This design comes from an exercise in tuning for small area, a short achievable clock period and few clock cycles per item on the open sky130 flow, not from production work. Function was not checked in any run shown here: the RTL went through the layout flow alone. Power is estimated from default activity; no workload was simulated.

==> design/flow/design.v <==
module CORDIC (
    input clk,
    input rst,
    input input_ready,
    input [15:0] angle,
    output reg output_ready,
    output reg signed [15:0] cosine_out,
    output reg signed [15:0] sine_out
);
    reg               busy;
    reg               first;  
    reg        [3:0]  m;      
    reg               up;     
    reg signed [10:0] r;      
    reg        [8:0]  t;      
    reg               d1, d2;   
    reg               f1, f0;   
    reg        [3:0]  g;      
    function [16:0] bk_add;
        input [16:0] a, b;
        input        cin;
        reg [16:0] g, p, G, P, c;
        integer i, d;
        begin
            g = a & b;
            p = a ^ b;
            G = g;
            P = p;
            for (d = 1; d < 17; d = d * 2)
                for (i = 2 * d - 1; i < 17; i = i + 2 * d) begin
                    G[i] = G[i] | (P[i] & G[i - d]);
                    P[i] = P[i] & P[i - d];
                end
            for (d = 8; d >= 1; d = d / 2)
                for (i = 3 * d - 1; i < 17; i = i + 2 * d) begin
                    G[i] = G[i] | (P[i] & G[i - d]);
                    P[i] = P[i] & P[i - d];
                end
            c[0] = cin;
            for (i = 1; i < 17; i = i + 1)
                c[i] = G[i - 1] | (P[i - 1] & cin);
            bk_add = p ^ c;
        end
    endfunction
    function signed [15:0] sh;
        input signed [15:0] x;
        input [3:0] m;
        reg signed [15:0] y;
        begin
            y = x >>> 5;
            y = m[3] ? y >>> 8 : y;
            y = m[2] ? y >>> 4 : y;
            y = m[1] ? y >>> 2 : y;
            sh = m[0] ? y >>> 1 : y;
        end
    endfunction
    wire in_d1 = (angle >= 16'd11520);
    wire in_d2 = in_d1 ? (angle >= 16'd18321) : (angle >= 16'd4719);
    wire in_f1 = in_d1 ? (angle >= 16'd21914) : (angle >= 16'd8312);
    wire in_f0 = in_d1 ? (angle >= 16'd14728) : (angle >= 16'd1126);
    wire [3:0] in_g;
    assign in_g[3] = in_d1 ? (angle >= 16'd23738) : (angle >= 16'd10136);
    assign in_g[2] = in_d1 ? (angle >= 16'd20090) : (angle >= 16'd6488);
    assign in_g[1] = in_d1 ? (angle >= 16'd16552) : (angle >= 16'd2950);
    assign in_g[0] = in_d1 ? (angle >= 16'd12904) : 1'b1;
    wire d3 = d2 ? f1 : f0;
    wire d4 = g[{d2, d3}];
    wire [3:0] m_next = busy ? m + 4'd1 : 4'd0;
    reg [8:0] t_next;
    always @* begin
        case (m_next)
            4'd0: t_next = 9'd458;
            4'd1: t_next = 9'd205;
            4'd2: t_next = 9'd115;
            4'd3: t_next = 9'd57;
            4'd4: t_next = 9'd29;
            4'd5: t_next = 9'd14;
            4'd6: t_next = 9'd7;
            4'd7: t_next = 9'd4;
            4'd8: t_next = 9'd2;
            default: t_next = 9'd1;
        endcase
    end
    reg signed [15:0] c5, s5;
    reg [10:0] z5;
    always @* begin
        case ({d1, d2, d3, d4})
            4'b1111: begin c5 = -16'sd3593; s5 = 16'sd32547; z5 = 11'd77; end    
            4'b1110: begin c5 = 16'sd487; s5 = 16'sd32743; z5 = 11'd295; end    
            4'b1101: begin c5 = 16'sd4528; s5 = 16'sd32431; z5 = 11'd525; end    
            4'b1100: begin c5 = 16'sd8530; s5 = 16'sd31615; z5 = 11'd743; end    
            4'b1011: begin c5 = 16'sd12144; s5 = 16'sd30410; z5 = 11'd1083; end    
            4'b1010: begin c5 = 16'sd15836; s5 = 16'sd28662; z5 = 11'd1301; end    
            4'b1001: begin c5 = 16'sd19256; s5 = 16'sd26485; z5 = 11'd1531; end    
            4'b1000: begin c5 = 16'sd22404; s5 = 16'sd23883; z5 = 11'd1749; end    
            4'b0111: begin c5 = 16'sd23883; s5 = 16'sd22404; z5 = 11'd811; end    
            4'b0110: begin c5 = 16'sd26485; s5 = 16'sd19256; z5 = 11'd1029; end    
            4'b0101: begin c5 = 16'sd28662; s5 = 16'sd15836; z5 = 11'd1259; end    
            4'b0100: begin c5 = 16'sd30410; s5 = 16'sd12144; z5 = 11'd1477; end    
            4'b0011: begin c5 = 16'sd31615; s5 = 16'sd8530; z5 = 11'd1817; end    
            4'b0010: begin c5 = 16'sd32431; s5 = 16'sd4528; z5 = 11'd2035; end    
            4'b0001: begin c5 = 16'sd32743; s5 = 16'sd487; z5 = 11'd217; end    
            default: begin c5 = 16'sd32547; s5 = -16'sd3593; z5 = 11'd435; end    
        endcase
    end
    wire [10:0] k = first ? ~z5 : ({11{up}} ^ {2'd0, t});
    wire [16:0] r_w = bk_add({6'd0, r}, {6'd0, k}, up | first);
    wire signed [10:0] r_n = r_w[10:0];
    wire signed [15:0] ss = busy ? sh(sine_out, m) : 16'sd0;
    wire signed [15:0] cs = busy ? sh(cosine_out, m) : 16'sd0;
    wire [16:0] c_w = bk_add({1'b0, cosine_out}, {1'b0, ss ^ {16{up}}}, up);
    wire [16:0] s_w = bk_add({1'b0, sine_out}, {1'b0, cs ^ {16{~up}}}, ~up);
    always @(posedge clk) begin
        if (rst) begin
            busy <= 1'b0;
            output_ready <= 1'b0;
        end else if (busy) begin
            if (m == 4'd10) begin
                busy <= 1'b0;
                output_ready <= 1'b1;
            end
        end else if (input_ready) begin
            busy <= 1'b1;
            output_ready <= 1'b0;
        end
        first <= ~rst && ~busy && input_ready;
        cosine_out <= first ? c5 : c_w[15:0];
        sine_out <= first ? s5 : s_w[15:0];
        t <= t_next;
        up <= ~r_n[10];
        d1 <= in_d1;
        d2 <= in_d2;
        f1 <= in_f1;
        f0 <= in_f0;
        g <= in_g;
        if (busy) begin
            m <= m + 4'd1;
            r <= r_n;
        end else begin
            m <= 4'd15;
            r <= (angle >= 16'd25546) ? 11'd1077 : angle[10:0];
        end
    end
endmodule
==> design/flow/flow/run.sh <==
#!/bin/bash
# Standard layout with extra make settings for timing repair and the clock tree.
set -euo pipefail
bash standard.sh SETUP_SLACK_MARGIN=6.75 'BUFFER_PORTS_ARGS=-buffer_cell sky130_fd_sc_hd__buf_2' 'CTS_ARGS=-sink_clustering_enable -repair_clock_nets -dont_use_dummy_load -buf_list {sky130_fd_sc_hd__clkbuf_2 sky130_fd_sc_hd__clkbuf_4 sky130_fd_sc_hd__clkbuf_8}' finish > make_finish.log 2>&1
==> design/flow/constraint.sdc <==
create_clock -name core_clock -period 10.0 [get_ports {clk}]
set_input_delay 2.0000 -clock core_clock [delete_from_list [all_inputs] [get_ports {clk}]]
set_output_delay 2.0000 -clock core_clock [all_outputs]
set_load 0.01 [all_outputs]
==> design/flow/config.mk <==
export PLATFORM = sky130hd
export DESIGN_NAME = CORDIC
export DESIGN_NICKNAME = CORDIC
export VERILOG_FILES = /design/flow/design.v
export SDC_FILE = /design/flow/constraint.sdc
export NUM_CORES = 4
export LEC_CHECK = 0
export ABC_AREA = 1
export CAP_MARGIN = 20
export CORE_MARGIN = 2
export CORE_UTILIZATION = 40
export SLEW_MARGIN = 20
==> design/flow/standard.sh <==
#!/bin/bash
# synth_recipe.tcl (not shown) runs the flow's synth.tcl, then flattens the netlist and writes it again
# the make line also repeats each setting of config.mk as NAME=value (left out here)
make -C /OpenROAD-flow-scripts/flow DESIGN_CONFIG=/design/flow/config.mk WORK_HOME=/design/flow/orfs CLKGATE_MAP_FILE= SYNTH_SCRIPT=/design/flow/synth_recipe.tcl "${@:-finish}"
==> results.sh, run 1 <==
export IMPL_status="finished clean"
export IMPL_post_route_cells_drive_above_1_share_pct=17.9
export IMPL_pin_count=52
export IMPL_vias=6701
export IMPL_dr_pass1_iters=5
export IMPL_hold_viol_final=0
export IMPL_start_util_pct=40.8
export IMPL_syn_avg_cell_area_um2=6.21
export IMPL_synth_warnings=1
export IMPL_critPathBufInv=2
export IMPL_synth_cells=994
export IMPL_worstPathRequired_ps=10260
export IMPL_synth_top_cell_area_share_pct=22.1
export IMPL_cts_buffers=9
export IMPL_cp_startpoint="angle[7]"
export IMPL_diodes=0
export IMPL_clockRootBuffer="clkbuf_8"
export IMPL_max_stage_delay_ps=450
export IMPL_p_leak_nw=3.66
export IMPL_cts_path_max_buffers=2
export IMPL_r2r_cells=24
export IMPL_crit_slowest_cell="o41ai_1"
export IMPL_post_drt_wl_per_cell_um=16.1
export IMPL_cpLargestDelayFamily="compound AO/OA/AOI/OAI gates"
export IMPL_ys_flop_type="dfxtp_1"
export IMPL_ys_types=47
export IMPL_yosysSeqAreaShare_pct=22.1
export IMPL_die_area_um2=16400
export IMPL_synthArstFlopShare_pct=0
export IMPL_holdCritPathClass="reg -> reg"
export IMPL_worstSkewPairLatency_ps=370
export IMPL_fillers=1602
export IMPL_grtUsageTotal_pct=23.8
export IMPL_cts_tree="done"
export IMPL_ys_seq_elements=68
export IMPL_tightest_slew_ps=549
export IMPL_grt_overflow=0
export IMPL_dpl_cell_count=1205
export IMPL_yosysTopAreaCell="dfxtp_1"
export IMPL_synth_area_um2=6170
export IMPL_synth_top_cells_by_count="256 x nand2_1, 131 x inv_1, 98 x nor2_1"
export IMPL_relSlewSlack_pct=63.4
export IMPL_power_density_nw_per_um2=357
export IMPL_die_w_um=128
export IMPL_grt_pass1_vias=5955
export IMPL_fp_dieH_um=128
export IMPL_drt_initial_drc_count=439
export IMPL_io_buffers=51
export IMPL_end_kind="flop"
export IMPL_htree_levels=3
export IMPL_fin_crit_sh_pct=32.3
export IMPL_fin_crit_ps=3230
export IMPL_crit_end="g[1]$_DFF_P_"
export IMPL_ant_nets=0
export IMPL_setup_viol_count_final=0
export IMPL_cts_hold_buffers=0
export IMPL_crit_chain="buf_2 > clkinv_1 > or2_2 > o41ai_1 > nand3_1 > o2111ai_1"
export IMPL_grt_pass1_wl_um=30600
export IMPL_viasPerCell=5.37
export IMPL_regToRegEndpoint="cosine_out[11]$_DFF_P_"
export IMPL_routed_wl_um=20100
export IMPL_synth_area_top_cells="dfxtp_1 22%, nand2_1 16%, ha_1 11%"
export IMPL_r2r_start="m[3]$_SDFF_PN1_"
export IMPL_core_um2=15100
export IMPL_area_delta_synth_final_pct=18.7
export IMPL_finalNetCount=1137
export IMPL_cp_depth=6
export IMPL_grt_max_degree=35
export IMPL_reg2reg_setup_slack_ps=6890
export IMPL_rows=45
export IMPL_syn_nets=1068
export IMPL_crit_arrival_ps=3500
export IMPL_critPathLaunchType="input port"
export IMPL_hpwl_um=15000
export IMPL_ir_drop_uv=191
export IMPL_slew_violations=0
export IMPL_gp_congestion=0.967
export IMPL_crit_type="in -> reg"
export IMPL_fmax_mhz=310
export IMPL_maxCapViolCount=0
export IMPL_synth_edff_count=0
export IMPL_finalSetupTns_ps=0
export IMPL_drc=0
export IMPL_synth_most_common_cell="nand2_1"
export IMPL_path_max_fanout=9
export IMPL_cts_sinks=68
export IMPL_clk_pin_slew_worst_paths_ps=70
export IMPL_rsz0062_at_grt="yes"
export IMPL_p_total_mw=2.61
export IMPL_clock_skew_ps=23.9
export IMPL_layoutNonFillerInstCount=1249
export IMPL_antenna_found_initial=0
==> routing by layer <==
layer / vias up / wire [µm] / track usage [%]
li1: 3429 / - / -
met1: 3014 / 9290 / 32.2
met2: 213 / 9160 / 38.3
met3: 45 / 1060 / 3.67
met4: 0 / 566 / 8.60
met5: - / 0 / 0
==> flip-flops by register name (all words and copies together), names as in the netlist <==
signal / cells
d2: 1
t: 9
output_ready: 1
sine_out: 16
g: 4
m: 4
up: 1
d1: 1
r: 11
f1: 1
first: 1
f0: 1
cosine_out: 16
busy: 1
==> per-stage QoR <==
step / hold WS, ps / worst slack (ps) / util, % / instance area [µm²]
2_1_floorplan: 511 / 6870 / - / 6170
3_3_place_gp: 490 / 5610 / 43.3 / 6550
3_5_place_dp: 486 / 5700 / 43.3 / 6550
4_1_cts: 496 / 6740 / 45.3 / 6860
5_1_grt: 514 / 6690 / 48.4 / 7320
6_report: 495 / 6770 / 48.4 / 7320
==> worst min-delay path: stages (launching register included) <==
cell and delay, ps:
dfxtp_1 310, nor2_1 100, a211oi_1 50
==> layout make-up <==
| type | count | area (µm²) | share of cell area (%) |
|---|---|---|---|
| Timing Repair inverter | 2 | 12.5 | 0.171 |
| Tap cell | 188 | 235 | 3.21 |
| Inverter | 138 | 546 | 7.45 |
| Multi-Input combinational cell | 757 | 4490 | 61.3 |
| Timing Repair Buffer | 87 | 529 | 7.23 |
| Clock buffer | 9 | 124 | 1.69 |
| Sequential cell | 68 | 1390 | 18.9 |
==> cell families after synthesis <==
group           after synthesis  synth area share [%]
xor+xnor                     40                  5.68
compound gates              206                  19.7
fa+ha+maj                    55                  11.3
simple gates                455                  30.5
flops                        68                  22.1
buf+inv                     169                  10.6
mux                           1                 0.162
==> power breakdown <==
| part | switching [mW] | internal (mW) | total [mW] |
|---|---|---|---|
| Sequential | 0.114 | 0.393 | 0.506 |
| Clock | 0.0994 | 0.0802 | 0.180 |
| Combinational | 1.13 | 0.795 | 1.93 |
==> how the worst min path moves through the flow <==
stage | end | depth (start not counted) | slack, ps | startpoint
floorplan | output_ready$_SDFFE_PP0P_ | 2 | 510 | output_ready$_SDFFE_PP0P_
global placement | output_ready$_SDFFE_PP0P_ | 2 | 490 | output_ready$_SDFFE_PP0P_
detailed placement | output_ready$_SDFFE_PP0P_ | 2 | 490 | output_ready$_SDFFE_PP0P_
CTS | output_ready$_SDFFE_PP0P_ | 2 | 500 | output_ready$_SDFFE_PP0P_
global route | output_ready$_SDFFE_PP0P_ | 2 | 510 | output_ready$_SDFFE_PP0P_
finish | output_ready$_SDFFE_PP0P_ | 2 | 500 | output_ready$_SDFFE_PP0P_
==> cells in the final DEF, fill, tap and decap left out, types with 28 or more instances in the layout <==
| cell | n |
|---|---|
| a21oi_1 | 42 |
| buf_2 | 51 |
| buf_4 | 35 |
| dfxtp_1 | 61 |
| ha_1 | 46 |
| inv_1 | 126 |
| nand2_1 | 240 |
| nand3_1 | 58 |
| nor2_1 | 82 |
| o21ai_0 | 60 |
| xor2_1 | 28 |
==> repair_timing <==
action,in CTS,in global routing
endpoints found under the setup margin,38,33
buffers inserted,15,18
gates resized for setup,25,90
cloned,1,1
pin swaps,5,24
==> inputs of run 2 (changes only) <==
==> design/flow/flow/run.sh (replaced) <==
#!/bin/bash
# Standard layout with extra make settings for timing repair and the clock tree.
set -euo pipefail
bash standard.sh SETUP_SLACK_MARGIN=6.5 'BUFFER_PORTS_ARGS=-buffer_cell sky130_fd_sc_hd__buf_2' 'CTS_ARGS=-sink_clustering_enable -repair_clock_nets -dont_use_dummy_load -buf_list {sky130_fd_sc_hd__clkbuf_2 sky130_fd_sc_hd__clkbuf_4 sky130_fd_sc_hd__clkbuf_8}' finish > make_finish.log 2>&1
==> results.sh, run 2 <==
export IMPL_grt_overflow=0
export IMPL_met1_usage_pct=32.0
export IMPL_synth_warnings=1
export IMPL_pin_count=52
export IMPL_yosysTopAreaCell="dfxtp_1"
export IMPL_whs_path_depth=2
export IMPL_end_kind="flop"
export IMPL_die_w_um=128
export IMPL_drc=0
export IMPL_syn_avg_cell_area_um2=6.21
export IMPL_setup_viol_count_final=0
export IMPL_power_switching_share_pct=51.8
export IMPL_ir_drop_uv=191
export IMPL_synth_most_common_cell="nand2_1"
export IMPL_power_frac_seq_pct=20.6
export IMPL_holdCritPathClass="reg -> reg"
export IMPL_r2r_cells=23
export IMPL_fin_area_um2=6960
export IMPL_status="finished clean"
export IMPL_clock_skew_ps=22.4
export IMPL_p_total_mw=2.42
export IMPL_dpl_cell_count=1205
export IMPL_synth_edff_count=0
export IMPL_cts_buffers=9
export IMPL_grt_busiest_layer="met2"
export IMPL_cts_path_max_buffers=2
export IMPL_hold_viol_final=0
export IMPL_fp_dieH_um=128
export IMPL_slew_violations=0
export IMPL_maxCapViolCount=0
export IMPL_regToRegEndpoint="r[7]$_DFF_P_"
export IMPL_antenna_found_initial=0
export IMPL_r2r_start="d2$_DFF_P_"
export IMPL_hold_end="output_ready$_SDFFE_PP0P_"
export IMPL_cts_tree="done"
export IMPL_switchingPower_mw=1.25
export IMPL_synth_top_family_by_area="simple AND/OR/NAND/NOR gates"
export IMPL_crit_slowest_cell="dfxtp_4"
export IMPL_min_from="output_ready$_SDFFE_PP0P_"
export IMPL_layout_common_cells="250 x nand2_1, 127 x inv_1, 93 x nor2_1"
export IMPL_ys_flop_type="dfxtp_1"
export IMPL_grt_max_degree=35
export IMPL_synth_xor_area_share_pct=5.68
export IMPL_fmax_mhz=307
export IMPL_cts_sinks=68
export IMPL_syn_nets=1068
export IMPL_finalNetCount=1122
export IMPL_grt_use_met3_pct=3.88
export IMPL_core_um2=15100
export IMPL_htree_levels=3
export IMPL_p_leak_nw=3.56
export IMPL_relSlewSlack_pct=60.3
export IMPL_clk_pin_slew_worst_paths_ps=70
export IMPL_worstPathRequired_ps=10240
export IMPL_start_util_pct=40.8
export IMPL_power_density_nw_per_um2=348
export IMPL_synthAdderAreaFrac_pct=11.3
export IMPL_rsz0062_at_grt="no"
export IMPL_diodes=0
export IMPL_synth_top_cell_area_share_pct=22.1
export IMPL_cts_hold_buffers=0
export IMPL_ys_seq_elements=68
export IMPL_use_met2_pct=38.0
export IMPL_synth_cells=994
export IMPL_post_route_cells_drive_above_1_share_pct=12.2
export IMPL_finalSetupTns_ps=0
export IMPL_largestRegisters="cosine_out: 16 flops, sine_out: 16 flops, r: 11 flops"
export IMPL_ys_types=47
export IMPL_hpwl_um=15000
export IMPL_post_drt_wl_per_cell_um=15.7
export IMPL_critPathMostFrequentCell="nand2_1"
export IMPL_synth_area_um2=6170
export IMPL_grtUsageTotal_pct=23.6
export IMPL_vias=6560
export IMPL_p_clk_share_pct=7.4
export IMPL_clockRootBuffer="clkbuf_8"
export IMPL_critPathLaunchType="flop"
export IMPL_max_stage_delay_ps=370
export IMPL_ant_nets=0
export IMPL_combPwrFrac_pct=72.0
export IMPL_crit_arrival_ps=3490
export IMPL_dpl_instance_area_um2=6550
export IMPL_layoutNonFillerInstCount=1234
export IMPL_fillers=1628
export IMPL_io_buffers=51
export IMPL_area_delta_synth_final_pct=12.7
export IMPL_tightest_slew_ps=593
export IMPL_grt_pass1_vias=5882
export IMPL_synth_simple_area_share_pct=30.5
export IMPL_rows=45
export IMPL_crit_type="reg -> reg"
export IMPL_synthArstFlopShare_pct=0
export IMPL_synth_area_mux_share_pct=0.162
export IMPL_dr_pass1_iters=5
export IMPL_final_common_cell="nand2_1"
export IMPL_synth_top_cells_by_count="256 x nand2_1, 131 x inv_1, 98 x nor2_1"
export IMPL_p_int_mw=1.17
export IMPL_worstSkewPairLatency_ps=370
export IMPL_multiInputGateArea_um2=4260
export IMPL_fin_crit_ps=3260
export IMPL_grt_pass1_wl_um=30400
export IMPL_crit_chain="inv_6 > nand2_2 > nand2_4 > nand2_1 > o21ai_1 > nand2_2 > nand2_4 > ha_1 > inv_1 > nand2_1 > o21ai_0 > a21oi_2 > nor2_2 > ha_1 > a21oi_2 > o21ai_2 > nand2_1 > nand2_1 > nand2_1 > nand2_1 > a21oi_1 > xor2_1 > o21ai_0"
export IMPL_yosysSeqAreaShare_pct=22.1
export IMPL_path_max_fanout=13
export IMPL_fin_crit_sh_pct=32.6
export IMPL_drt_initial_drc_count=462
export IMPL_viasPerCell=5.32
export IMPL_gp_congestion=0.967
export IMPL_routed_wl_um=19400
export IMPL_synth_area_top_cells="dfxtp_1 22%, nand2_1 16%, ha_1 11%"
export IMPL_synth_compound_area_share_pct=19.7
export IMPL_reg2reg_setup_slack_ps=6740
export IMPL_die_area_um2=16400
export IMPL_seq_area_um2=1380
-- run 2: cell counts after synthesis --
No cell type changed its count.
-- run 2: final cells by class --
class,count,area share (%)
Clock buffer,9,1.78
Inverter,138,7.73
Multi-Input combinational cell,757,61.2
Sequential cell,68,19.8
Tap cell,188,3.38
Timing Repair Buffer,73,6.04
Timing Repair inverter,1,0.0719
-- run 2: worst max path at each step --
stage / slack [ps] / to / from / cells after the start
final: 6740 / r[7]$_DFF_P_ / d2$_DFF_P_ / 23
after global routing: 6490 / r[10]$_DFF_P_ / d2$_DFF_P_ / 23
after CTS: 6490 / r[10]$_DFF_P_ / d2$_DFF_P_ / 23
after detailed placement: 5700 / r[10]$_DFF_P_ / d2$_DFF_P_ / 22
after global placement: 5610 / r[7]$_DFF_P_ / d2$_DFF_P_ / 22
after floorplan: 6870 / d2$_DFF_P_ / angle[14] / 6
-- run 2: cells by family (layout without fill, tap and decap cells) --
| logic type | count (synthesis) | after routing |
|---|---|---|
| multiplexers | 1 | 1 |
| flip-flops | 68 | 68 |
| XOR/XNOR | 40 | 40 |
| AO/OA/AOI/OAI | 206 | 206 |
| AND/OR/NAND/NOR | 455 | 455 |
| buffers and inverters | 169 | 221 |
| adder cells (fa/ha/maj) | 55 | 55 |
-- run 2: through the flow --
stage                     hold slack [ps]  worst slack, ps  utilization, %
after floorplan                       511             6870               -
after global placement                490             5610            43.3
after detailed placement              486             5700            43.3
after CTS                             496             6490            44.5
after global routing                  513             6490            45.9
final                                 496             6740            45.9
-- run 2: repair_timing --
action | in CTS | in global routing
buffers inserted | 4 | 15
endpoints found under the setup margin | 34 | 28
cloned | 1 | 0
pin swaps | 1 | 5
gates resized for setup | 11 | 32
-- run 2: power by group through the flow --
stage / Sequential [mW] / Clock (mW) / Combinational (mW)
final: 0.499 / 0.179 / 1.75
after global routing: 0.508 / 0.194 / 2.00
after CTS: 0.495 / 0.186 / 1.70
after detailed placement: 0.502 / 0 / 1.69
after global placement: 0.502 / 0 / 1.68
after floorplan: 0.489 / 0 / 1.30
-- run 2: layer usage --
metal	routed length (µm)	part of all wire (%)
met5	0	0
met4	569	2.9
met3	1040	5.4
met2	8680	45
met1	9070	47
-- run 2: worst max-delay path, delay by kind of cell, from the launching register on --
| kind | cells | cell delay (ps) |
|---|---|---|
| buf+inv | 2 | 150 |
| fa+ha+maj | 2 | 460 |
| xor+xnor | 1 | 160 |
| simple gates | 11 | 1040 |
| flops | 1 | 370 |
| compound gates | 7 | 940 |

==> static timing again, ports no longer ideal <==
The results above use ideal ports. As a check the final layouts listed here were re-extracted and re-timed, cells and wires unchanged.
Step 1, drivers: a clkbuf_16 drives clk and a buf_2 each remaining input, both assumed.
Step 2, shift: input delay + t, output delay - t, t = (earliest + latest rising clock arrival at the registers) / 2. This alone moves slack from input paths to output paths.
Slacks: no drivers / after step 1 / after step 2; pairs: no drivers / after step 1.
| run | shift t [ns] | slack for setup (ns) | worst setup path at the end |
|---|---|---|---|
| run 1 | 0.395 | 6.770 / 6.782 / 6.387 | input to register |
| run 2 | 0.395 | 6.744 / 6.744 / 6.446 | input to register |
After both steps every run listed still meets setup and hold. For run 1, which loses most, drivers alone change the setup slack by +0.012 ns; drivers and shift together by -0.383 ns.
